This is an optimization exercise on Yosys and OpenROAD, whose aim is small area, not a production implementation.
Function was checked by simulation only, so behaviour that the tests miss may differ from the original.
No activity file was given, so power comes from the tool's default toggle rates.

== job 6893 ==
## yuv422_to_rgb
module yuv422_to_rgb (
input             pclk               ,
input             presetn            ,
input      [31:0] paddr              ,
input      [31:0] pwdata             ,
output reg [31:0] prdata             ,
input             pwrite             ,
input             psel               ,
input             penable            ,
output            pslverr            ,
output            pready             ,
output reg        irq                ,
output reg [95:0] rgb_out
);
Size in the first run: ~1000 cells after synthesis, about 240 flip-flops.
export LEC_CHECK = 0
export CAP_MARGIN = 20
export CORE_MARGIN = 2
export CORE_UTILIZATION = 40
export CTS_BUF_LIST = sky130_fd_sc_hd__clkbuf_2 sky130_fd_sc_hd__clkbuf_4
export SLEW_MARGIN = 20
export SYNTH_HIERARCHICAL = 1
create_clock -name core_clock -period 9.0 [get_ports {pclk}]
standard.sh (not shown) runs the stock make flow with config.mk's settings and CLKGATE_MAP_FILE= SYNTH_SCRIPT=/design/flow/synth_recipe.tcl, a recipe that flattens the netlist after the stock synthesis.
==> flow/flow/run.sh <==
#!/bin/bash
# The standard layout flow (the standard.sh), with the port buffers that
# placement inserts made from the smallest buffer cell. standard.sh's output
# goes to standard.log; each ORFS step keeps its own log under orfs/logs.
export BUFFER_PORTS_ARGS="-buffer_cell sky130_fd_sc_hd__buf_1"
bash standard.sh > standard.log 2>&1
Job 6893: no failed stages, no open violations at the end
Changes in job 6793 relative to job 6893:
# job 6893
export LEC_CHECK = 0
export CAP_MARGIN = 20
export CORE_MARGIN = 2
export CORE_UTILIZATION = 40
export CTS_BUF_LIST = sky130_fd_sc_hd__clkbuf_2 sky130_fd_sc_hd__clkbuf_4
export SLEW_MARGIN = 20
export SYNTH_HIERARCHICAL = 1
create_clock -name core_clock -period 9.0 [get_ports {pclk}]
# job 6793
export LEC_CHECK = 0
export CAP_MARGIN = 20
export CORE_MARGIN = 2
export CORE_UTILIZATION = 40
export SLEW_MARGIN = 20
export SYNTH_HIERARCHICAL = 1
create_clock -name core_clock -period 9.0 [get_ports {pclk}]
==> flow/flow/run.sh <==
#!/bin/bash
export BUFFER_PORTS_ARGS="-buffer_cell sky130_fd_sc_hd__buf_1"
export CTS_ARGS="-sink_clustering_enable -repair_clock_nets -dont_use_dummy_load -buf_list sky130_fd_sc_hd__clkbuf_4"
bash standard.sh > standard.log 2>&1
Results
Job 6793 reports a lower final standard cell count with taps included and fillers excluded than job 6893 does.
Worst clock skew: job 6793 vs job 6893 up 0.019 ns
In job 6793 relative to job 6893, routed wire length had gone down slightly.
Compared with job 6893, job 6793 shows a lower cell area.
Maximum vdd ir drop, job 6793 and job 6893: larger value in job 6893
| maximum frequency | job 6793 vs job 6893 | better |
Job 6793: post-layout minimum cycle time is 0.048 ns lower than what job 6893 reported.
> inputs changed (job 6793 -> job 4605)
==> flow/flow/run.sh <==
#!/bin/bash
export BUFFER_PORTS_ARGS="-buffer_cell sky130_fd_sc_hd__buf_1"
export CTS_ARGS="-sink_clustering_enable -repair_clock_nets -dont_use_dummy_load -buf_list sky130_fd_sc_hd__clkbuf_4 -sink_clustering_size 10 -sink_clustering_max_diameter 50"
bash standard.sh > standard.log 2>&1
### Flow results
Changes observed in job 4605 relative to job 6793: number of post-CTS setup repair buffers shows no meaningful change; area growth from synthesis to layout down 1.7 points. For sequential logic power, job 6793 and job 4605 come out practically identical. Job 4605 — wire length 280 um lower, job 6793 as reference. Job 4605 vs. job 6793: worst-margin pin slew moved down, total number of vias moved down, adder-cell share of the synthesized area level. In job 4605 relative to job 6793, cell area had gone down slightly. Summary of job 4605 over job 6793: share of cell area taken by multi-input logic gates went up 0.72 points, met2 track utilization from global routing held.
The inputs of job 877 differ from those of job 4605 as listed below.
# job 4605
export LEC_CHECK = 0
export CAP_MARGIN = 20
export CORE_MARGIN = 2
export CORE_UTILIZATION = 40
export SLEW_MARGIN = 20
export SYNTH_HIERARCHICAL = 1
create_clock -name core_clock -period 9.0 [get_ports {pclk}]
# job 877
export LEC_CHECK = 0
export CAP_MARGIN = 20
export CORE_MARGIN = 2
export CORE_UTILIZATION = 40
export CTS_BUF_LIST = sky130_fd_sc_hd__clkbuf_4
export SLEW_MARGIN = 20
export SYNTH_HIERARCHICAL = 1
create_clock -name core_clock -period 9.0 [get_ports {pclk}]
==> flow/flow/run.sh <==
#!/bin/bash
# The standard layout flow (the standard.sh), with the port buffers that
# placement inserts made from the smallest buffer cell. standard.sh's output
# goes to standard.log; each ORFS step keeps its own log under orfs/logs.
export BUFFER_PORTS_ARGS="-buffer_cell sky130_fd_sc_hd__buf_1"
bash standard.sh > standard.log 2>&1
- Design area ended up about 4.3% higher on job 877 than on job 4605.
- For the maximum clock skew at final layout, job 877 came in 0.017 ns lower than job 4605 did.
- Between job 4605 and job 877, the flow reports cell count increasing by a few percent.
- Of job 877 and job 4605, the run reporting the higher maximum frequency was job 877.
- Compared with job 4605, job 877 has extra setup slack.
- Job 877 consumes more power than job 4605 does.
- The hold slack in job 877 sits 0.0031 ns below the value recorded for job 4605.
- Job 4605 has lower clock buffer instance count of the final layout than job 877.
- Relative to job 4605, routed wire length has increased by about 1.5% in job 877.
- Compare job 877 and job 4605 | worst-case headroom to the max-slew limit higher: job 4605
Edits applied to the flow inputs when going from job 877 to job 3076:
# job 877
export LEC_CHECK = 0
export CAP_MARGIN = 20
export CORE_MARGIN = 2
export CORE_UTILIZATION = 40
export CTS_BUF_LIST = sky130_fd_sc_hd__clkbuf_4
export SLEW_MARGIN = 20
export SYNTH_HIERARCHICAL = 1
create_clock -name core_clock -period 9.0 [get_ports {pclk}]
# job 3076
export LEC_CHECK = 0
export CAP_MARGIN = 20
export CORE_MARGIN = 2
export CORE_UTILIZATION = 40
export SLEW_MARGIN = 20
export SYNTH_HIERARCHICAL = 1
create_clock -name core_clock -period 9.0 [get_ports {pclk}]
==> flow/flow/run.sh <==
#!/bin/bash
# The standard layout flow (the standard.sh: ORFS with the standard
# synthesis), with two changes to how the layout is made:
#  - the buffers that placement puts on every input and output port are made
#    from the smallest buffer cell (buf_1) instead of clkdlybuf4s50_1;
#  - clock tree synthesis uses clkbuf_8 buffers on sink clusters of at most
#    12 flip-flops within 60 um, and no dummy loads.
# standard.sh's output goes to standard.log; each ORFS step keeps its own
# full log under orfs/logs.
export BUFFER_PORTS_ARGS="-buffer_cell sky130_fd_sc_hd__buf_1"
export CTS_ARGS="-sink_clustering_enable -repair_clock_nets -dont_use_dummy_load -buf_list sky130_fd_sc_hd__clkbuf_8 -sink_clustering_size 12 -sink_clustering_max_diameter 60"
bash standard.sh > standard.log 2>&1
- Internal portion of total power: lower on job 3076
- Job 3076 -> job 877: placed cell count delta 0, exact match
- On job 3076: synthesis-to-layout area growth is 3.9 points lower than what job 877 gave.
- Job 3076 vs. job 877: final worst-path cycle share stayed essentially flat; via count of the first global-routing pass fell by 4.0%; count of clock-buffer cells in the layout fell by about 80%; overall power after layout fell by 12%.
- Reported for job 877 and job 3076, part of the Yosys area used for sequential elements turned out identical to the last digit.
- Note that the number of standard cells in the layout, taps in and fillers out recorded for job 877 amounts to 1.06 times the value seen in job 3076.
- The run showing the smaller DRC marker count from the first detailed-route iteration is job 3076.

== run A ==
Another version of the RTL of yuv422_to_rgb (not shown whole).
Size in the first run: about 200 I/O pins.
==> flow/design.v (excerpt) <==
module yuv422_to_rgb (
input             pclk               ,
input             presetn            ,
input      [31:0] paddr              ,
input      [31:0] pwdata             ,
output reg [31:0] prdata             ,
input             pwrite             ,
input             psel               ,
input             penable            ,
output            pslverr            ,
output            pready             ,
output reg        irq                ,
output reg [95:0] rgb_out
);
==> flow/config.mk <==
export PLATFORM = sky130hd
export DESIGN_NAME = yuv422_to_rgb
export DESIGN_NICKNAME = yuv422_to_rgb
export VERILOG_FILES = /design/flow/design.v
export SDC_FILE = /design/flow/constraint.sdc
export NUM_CORES = 4
export LEC_CHECK = 0
export CAP_MARGIN = 20
export CORE_MARGIN = 2
export CORE_UTILIZATION = 55
export PLACE_DENSITY = 0.7
export SLEW_MARGIN = 20
export SYNTH_HIERARCHICAL = 1
==> flow/constraint.sdc <==
create_clock -name core_clock -period 9.0 [get_ports {pclk}]
set_input_delay 1.8000 -clock core_clock [delete_from_list [all_inputs] [get_ports {pclk}]]
set_output_delay 1.8000 -clock core_clock [all_outputs]
set_load 0.01 [all_outputs]
==> flow/flow/run.sh <==
#!/bin/bash
# The standard layout flow (the standard.sh: ORFS with the standard
# synthesis), with two changes to how the layout is made:
#  - the buffers that placement puts on every input and output port are made
#    from the smallest buffer cell (buf_1) instead of clkdlybuf4s50_1;
#  - clock tree synthesis uses clkbuf_8 buffers on sink clusters of at most
#    12 flip-flops within 60 um, and no dummy loads.
# standard.sh's output goes to standard.log; each ORFS step keeps its own
# full log under orfs/logs.
export BUFFER_PORTS_ARGS="-buffer_cell sky130_fd_sc_hd__buf_1"
export CTS_ARGS="-sink_clustering_enable -repair_clock_nets -dont_use_dummy_load -buf_list sky130_fd_sc_hd__clkbuf_8 -sink_clustering_size 12 -sink_clustering_max_diameter 60"
bash standard.sh > standard.log 2>&1
Changes in run B relative to run A:
Settings: PLACE_DENSITY no longer set, was 0.7; CORE_UTILIZATION now 40, was 55.
--- a/flow/flow/run.sh
+++ b/flow/flow/run.sh
@@ -9,4 +9,4 @@
 # full log under orfs/logs.
 export BUFFER_PORTS_ARGS="-buffer_cell sky130_fd_sc_hd__buf_1"
-export CTS_ARGS="-sink_clustering_enable -repair_clock_nets -dont_use_dummy_load -buf_list sky130_fd_sc_hd__clkbuf_8 -sink_clustering_size 12 -sink_clustering_max_diameter 60"
+export CTS_ARGS="-sink_clustering_enable -repair_clock_nets -dont_use_dummy_load -buf_list sky130_fd_sc_hd__clkbuf_16 -sink_clustering_size 40 -sink_clustering_max_diameter 80"
 bash standard.sh > standard.log 2>&1
==> comparison <==
Compared with run A, run B shows via count that has gone down by a few percent.
The run showing the smaller clock buffer count is run B.
Run B vs. run A: design internal power went up, number of cells in the finished layout apart from fillers went up, least setup slack across all paths after layout went up.
Changes observed in run B relative to run A: routed wire length increased 1.1 mm, logic gate share of total power decreased 0.5 points, endpoint required time on the critical path decreased 0.11 ns, sequential share of layout area decreased 0.34 points.
NOTE total number of nets in the final design run A->run B decreased slightly
Min worst max-slew margin expressed relative to the limit across run A and run B: run A
Relative to run B, the following input files were edited for run C:
==> flow/flow/run.sh <==
#!/bin/bash
# The standard layout flow (the standard.sh: ORFS with the standard
# synthesis), with two changes to how the layout is made:
#  - the buffers that placement puts on every input and output port are made
#    from the smallest buffer cell (buf_1) instead of clkdlybuf4s50_1;
#  - clock tree synthesis uses clkbuf_8 buffers on sink clusters of at most
#    16 flip-flops within 60 um, and no dummy loads.
# standard.sh's output goes to standard.log; each ORFS step keeps its own
# full log under orfs/logs.
export BUFFER_PORTS_ARGS="-buffer_cell sky130_fd_sc_hd__buf_1"
export CTS_ARGS="-sink_clustering_enable -repair_clock_nets -dont_use_dummy_load -buf_list sky130_fd_sc_hd__clkbuf_8 -sink_clustering_size 16 -sink_clustering_max_diameter 60"
bash standard.sh > standard.log 2>&1
Results
Going from run B to run C, routed length on met2 flat; post-route clock skew went up by 0.053 ns; power density over cell area roughly the same. Run C: done, clean on timing, DRC and antenna. Wire length: run C worse than run B. The overall power after layout was comparable across run C and run B. ~same met1 track demand over resource in run C and run B.

== rev 12 ==
yuv422_to_rgb, a different RTL version from the one above (not shown whole).
Size: ~980 cells after synthesis, roughly 240 flip-flops, ~200 I/O pins, about 0.013 mm2 of cells after synthesis.
Design yuv422_to_rgb, start of the top module:
module yuv422_to_rgb (
input             pclk               ,
input             presetn            ,
input      [31:0] paddr              ,
input      [31:0] pwdata             ,
output reg [31:0] prdata             ,
input             pwrite             ,
input             psel               ,
input             penable            ,
output            pslverr            ,
output            pready             ,
output reg        irq                ,
output reg [95:0] rgb_out
);
wire wr_setup  = psel & ~penable &  pwrite;
wire rd_setup  = psel & ~penable & ~pwrite;
wire wr_access = psel &  penable &  pwrite;
reg        cnt_writes;
reg        loaded;      
reg        conv1;       
reg        conv2;       
reg        wr0, wr1;    
reg [31:0] yuv_mem [0:1];
reg [47:0] pix01;       
wire idle = ~loaded & ~conv1 & ~conv2;
assign pready  = 1'b1;
assign pslverr = 1'b0;
always @(posedge pclk or negedge presetn)
	if (~presetn) begin
		cnt_writes <= 1'b0;
		loaded     <= 1'b0;
		conv1      <= 1'b0;
		conv2      <= 1'b0;
		irq        <= 1'b0;
		wr0        <= 1'b0;
		wr1        <= 1'b0;
	end else begin
		if (wr_access) cnt_writes <= ~cnt_writes;
		conv1  <= wr_access & cnt_writes & ~conv1;
		conv2  <= conv1 & ~conv2;
		irq    <= conv2 & ~irq;
		loaded <= loaded ? ~(wr_access & cnt_writes) : (wr_setup & ~conv1 & ~conv2);
		wr0    <= wr_setup & (paddr[7:0] == 8'h10);
		wr1    <= wr_setup & (paddr[7:0] == 8'h14);
	end
always @(posedge pclk or negedge presetn)
	if (~presetn) begin
		yuv_mem[0] <= 32'd0;
		yuv_mem[1] <= 32'd0;
	end else begin
		if (wr0) yuv_mem[0] <= pwdata;
		if (wr1) yuv_mem[1] <= pwdata;
	end
wire [31:0] cin = conv2 ? yuv_mem[1] : yuv_mem[0];
wire [26:0] terms;
wire [47:0] pix;
yuv_terms chroma (.U(cin[15:8]), .V(cin[31:24]), .t(terms));
yuv_to_rgb conv (.y0(cin[7:0]), .y1(cin[23:16]), .t(terms), .rgb(pix));
always @(posedge pclk)
	pix01 <= pix;
  ...
clock: 9.0 ns
lec_check: 0
cap_margin: 20
core_margin: 2
core_utilization: 40
cts_buf_list: sky130_fd_sc_hd__clkbuf_2
slew_margin: 20
synth_hierarchical: 1
run.sh (not shown) runs the stock make flow with config.mk's settings and CLKGATE_MAP_FILE= SYNTH_SCRIPT=/design/flow/synth_recipe.tcl, a recipe that flattens the netlist after the stock synthesis.
Stock flow here: none of the scripts above is used.
Rev 12: done, clean on timing, DRC and antenna
Input changes introduced in rev 13 (baseline for comparison: rev 12):
Settings: changing CTS_BUF_LIST from sky130_fd_sc_hd__clkbuf_2 to sky130_fd_sc_hd__clkbuf_4.
[summary]
- No stage failed in rev 13, and the final checks on the layout all came back clean.
- Combinational group share of total power is higher on rev 12
- As far as via count is concerned, rev 12 and rev 13 perform about the same.
- Worst clock skew in rev 13 vs rev 12: down 0.045 ns
- Die boundary width came out exactly the same in rev 12 and rev 13.
- Re non-clock buffer count: no difference whatsoever between rev 13 and rev 12.

-- re-timing with driven ports --
No port has a modelled driver above. Below, the same layouts with a new extraction and two added sets of constraints.
Step 1 sets driving cells, clkbuf_16 on the clock port and buf_2 on the other inputs (assumed; they add their load-dependent delay and slew).
Step 2, shift: input delay + t, output delay - t, t = (earliest + latest rising clock arrival at the registers) / 2. This alone moves slack from input paths to output paths.
a / b / c = ideal ports / drivers / drivers and shift; a / b = the first two.
run	shift t [ns]	setup slack, ns	hold WS [ns]	worst data-port slew with drivers (ns)	cell pins on the clock port's net
job 6893	0.744	1.011 / 1.011 / 1.011	0.432 / 0.432 / 0.432	0.07	1
job 6793	0.710	1.059 / 1.059 / 1.059	0.431 / 0.431 / 0.431	0.07	1
job 4605	0.731	0.980 / 0.980 / 0.980	0.435 / 0.435 / 0.435	0.07	1
job 877	0.744	1.011 / 1.011 / 1.011	0.432 / 0.432 / 0.432	0.07	1
job 3076	0.583	1.013 / 1.013 / 1.013	0.431 / 0.431 / 0.431	0.07	1
run A	0.572	0.493 / 0.493 / 0.493	0.430 / 0.430 / 0.430	0.04	1
run B	0.520	0.529 / 0.529 / 0.529	0.442 / 0.442 / 0.442	0.06	1
run C	0.571	0.612 / 0.612 / 0.612	0.417 / 0.417 / 0.417	0.06	1
rev 12	0.830	0.113 / 0.113 / 0.113	0.407 / 0.407 / 0.407	0.05	1
rev 13	0.663	0.117 / 0.117 / 0.117	0.421 / 0.421 / 0.421	0.05	1
After both steps setup and hold are still met in every run listed.
